From an optimization exercise on the open Yosys and OpenROAD flow, aimed at small area and a short achievable clock period; shortcuts taken in it are not production practice. The RTL was checked by simulation tests, not by an equivalence proof against the original design. Power figures rest on the tool's default switching activity, not on a simulated workload.

## project3Top
module project3Top(CLOCK_50, SW, KEY, LED, HEX0, HEX1, HEX2, HEX3, HEX4, HEX5);
==> module SW2dec, before the edit <==
module SW2dec (switches, dec, leds);
	input  [9:0] switches;
	output [9:0] leds;
	output [3:0] dec;
	wire [9:0] below;    
	assign below[0] = 1'b0;
	genvar k;
	generate for (k = 1; k < 10; k = k + 1) begin : pre
		assign below[k] = below[k-1] | switches[k-1];
	end endgenerate
	assign leds[0]   = switches[0] | ~(below[9] | switches[9]);
	assign leds[9:1] = switches[9:1] & ~below[9:1];
	assign dec[0] = |(leds & 10'b0001101100);
	assign dec[1] = |(leds & 10'b1111101100);
	assign dec[2] = |(leds & 10'b0010001110);
	assign dec[3] = |(leds & 10'b1010111010);
endmodule
==> flow/config.mk <==
export PLATFORM = sky130hd
export DESIGN_NAME = project3Top
export DESIGN_NICKNAME = project3Top
export VERILOG_FILES = /design/flow/design.v
export SDC_FILE = /design/flow/constraint.sdc
export NUM_CORES = 4
export LEC_CHECK = 0
export ABC_CLOCK_PERIOD_IN_PS = 120000
export CAP_MARGIN = 20
export CORE_MARGIN = 2
export CORE_UTILIZATION = 40
export SETUP_SLACK_MARGIN = 5
export SLEW_MARGIN = 20
==> flow/constraint.sdc <==
create_clock -name core_clock -period 120.0 [get_ports {CLOCK_50}]
set_input_delay 24.0000 -clock core_clock [delete_from_list [all_inputs] [get_ports {CLOCK_50}]]
set_output_delay 24.0000 -clock core_clock [all_outputs]
set_load 0.01 [all_outputs]
standard.sh (not shown) runs the stock make flow with config.mk's settings and CLKGATE_MAP_FILE= SYNTH_SCRIPT=/design/flow/synth_recipe.tcl, a recipe that flattens the netlist after the stock synthesis.
==> flow/flow/run.sh <==
#!/bin/bash
# Own layout flow: the standard ORFS flow, with these changes:
#  - synthesis maps logic with ABC scripts of our own (flow/abc_pass.tcl):
#    delay-oriented for the SW -> LED cone, area-oriented for the rest,
#    and without the half/full-adder cell extraction;
#  - the port buffers are buf_1 cells;
#  - clock tree synthesis adds no dummy loads.
# Registers, floorplan, power grid, placement and routing are the standard flow's.
set -euo pipefail
W=$(pwd)
F=$W/flow

# ORFS's synth.tcl, with its abc call replaced by flow/abc_pass.tcl
sed 's#^\( *\)log_cmd abc {\*}$abc_args#\1set ::own_flow_dir '"$F"'\n\1source '"$F"'/abc_pass.tcl#' \
  "$FLOW_HOME/scripts/synth.tcl" > "$W/own_synth.tcl"
grep -q "abc_pass.tcl" "$W/own_synth.tcl"
sed 's#source \$::env(SCRIPTS_DIR)/synth.tcl#source '"$W"'/own_synth.tcl#' "$W/synth_recipe.tcl" > "$W/own_synth_recipe.tcl"
grep -q own_synth.tcl "$W/own_synth_recipe.tcl"

bash "$W/standard.sh" ADDER_MAP_FILE= SYNTH_SCRIPT="$W/own_synth_recipe.tcl" \
  "BUFFER_PORTS_ARGS=-buffer_cell sky130_fd_sc_hd__buf_1" \
  "CTS_ARGS=-sink_clustering_enable -repair_clock_nets -dont_use_dummy_load" finish > "$W/orfs_flow.log" 2>&1
==> flow/flow/abc.script <==
strash
&get -n
&deepsyn -J 1000
&put
dch -f
amap -F 20 -A 20
topo
==> flow/flow/abc_fast.script <==
strash
dch -f
map {D}
topo
buffer -p
upsize {D}
dnsize {D}
==> flow/flow/abc_pass.tcl <==
# Replaces ORFS's single abc call (sourced from own_synth.tcl).
# The LED outputs' cone (combinational from SW, the paths that set the
# achieved period) gets a delay-oriented mapping; the rest an area one.
set fast_args [lreplace $abc_args 1 1 $::own_flow_dir/abc_fast.script]
set i [lsearch -exact $fast_args -D]
if {$i >= 0} { set fast_args [lreplace $fast_args $i [expr {$i+1}]] }
lappend fast_args -D 100
log_cmd abc {*}$fast_args w:LED %ci*
set abc_args [lreplace $abc_args 1 1 $::own_flow_dir/abc.script]
log_cmd abc {*}$abc_args
The starting point completed without violations.
Change:
--- a/flow/design.v
+++ b/flow/design.v
@@ -2,14 +2,22 @@
 	input  [9:0] switches;
 	output [9:0] leds;
 	output [3:0] dec;
-	wire [9:0] below;    
-	assign below[0] = 1'b0;
-	genvar k;
-	generate for (k = 1; k < 10; k = k + 1) begin : pre
-		assign below[k] = below[k-1] | switches[k-1];
-	end endgenerate
-	assign leds[0]   = switches[0] | ~(below[9] | switches[9]);
-	assign leds[9:1] = switches[9:1] & ~below[9:1];
+	wire [9:0] s = switches;
+	wire n01 = ~(s[0] | s[1]);
+	wire n23 = ~(s[2] | s[3]);
+	wire n45 = ~(s[4] | s[5]);
+	wire n67 = ~(s[6] | s[7]);
+	wire n89 = ~(s[8] | s[9]);
+	assign leds[0] = s[0] | (n01 & n23 & n45 & n67 & n89);
+	assign leds[1] = s[1] & ~s[0];
+	assign leds[2] = s[2] & n01;
+	assign leds[3] = s[3] & ~s[2] & n01;
+	assign leds[4] = s[4] & n01 & n23;
+	assign leds[5] = s[5] & ~s[4] & n01 & n23;
+	assign leds[6] = s[6] & n01 & n23 & n45;
+	assign leds[7] = s[7] & ~s[6] & n01 & n23 & n45;
+	assign leds[8] = s[8] & n01 & n23 & n45 & n67;
+	assign leds[9] = s[9] & ~s[8] & n01 & n23 & n45 & n67;
 	assign dec[0] = |(leds & 10'b0001101100);
 	assign dec[1] = |(leds & 10'b1111101100);
 	assign dec[2] = |(leds & 10'b0010001110);
What happened: The new run completed without violations. Critical path depth does not change. Design area fell by 0.30%. Total power rose by about 3%. First-iteration DRC count fell by 5.2%. Sequential share of layout area barely changes. Utilization rose by 0.13 points. Wire length fell by about 1%.

afterwards: timing with drivers on the ports:
The results above use ideal ports. As a check the final layouts listed here were re-extracted and re-timed, cells and wires unchanged.
Step 1: set_driving_cell puts a clkbuf_16 on CLOCK_50 and a buf_2 on each other input, an assumption about the parent block.
Step 2 times the ports against the registers' clock, not the clock port: input delays grow and output delays shrink by t, the midpoint of the rising clock arrivals with the driver on.
Slacks: ideal ports / drivers / drivers and shift; pairs: ideal ports / drivers.
| run | t (ns) | setup WS [ns] | latest minus earliest clock arrival (ns) |
|---|---|---|---|
| the first run | 0.317 | 70.889 / 70.867 / 70.867 | 0.012 / 0.012 |
| the second run | 0.320 | 71.208 / 71.188 / 71.188 | 0.016 / 0.015 |
After both steps setup and hold are still met in every run listed. For the first run, which loses most, drivers alone change the setup slack by -0.022 ns; drivers and shift together by -0.022 ns.
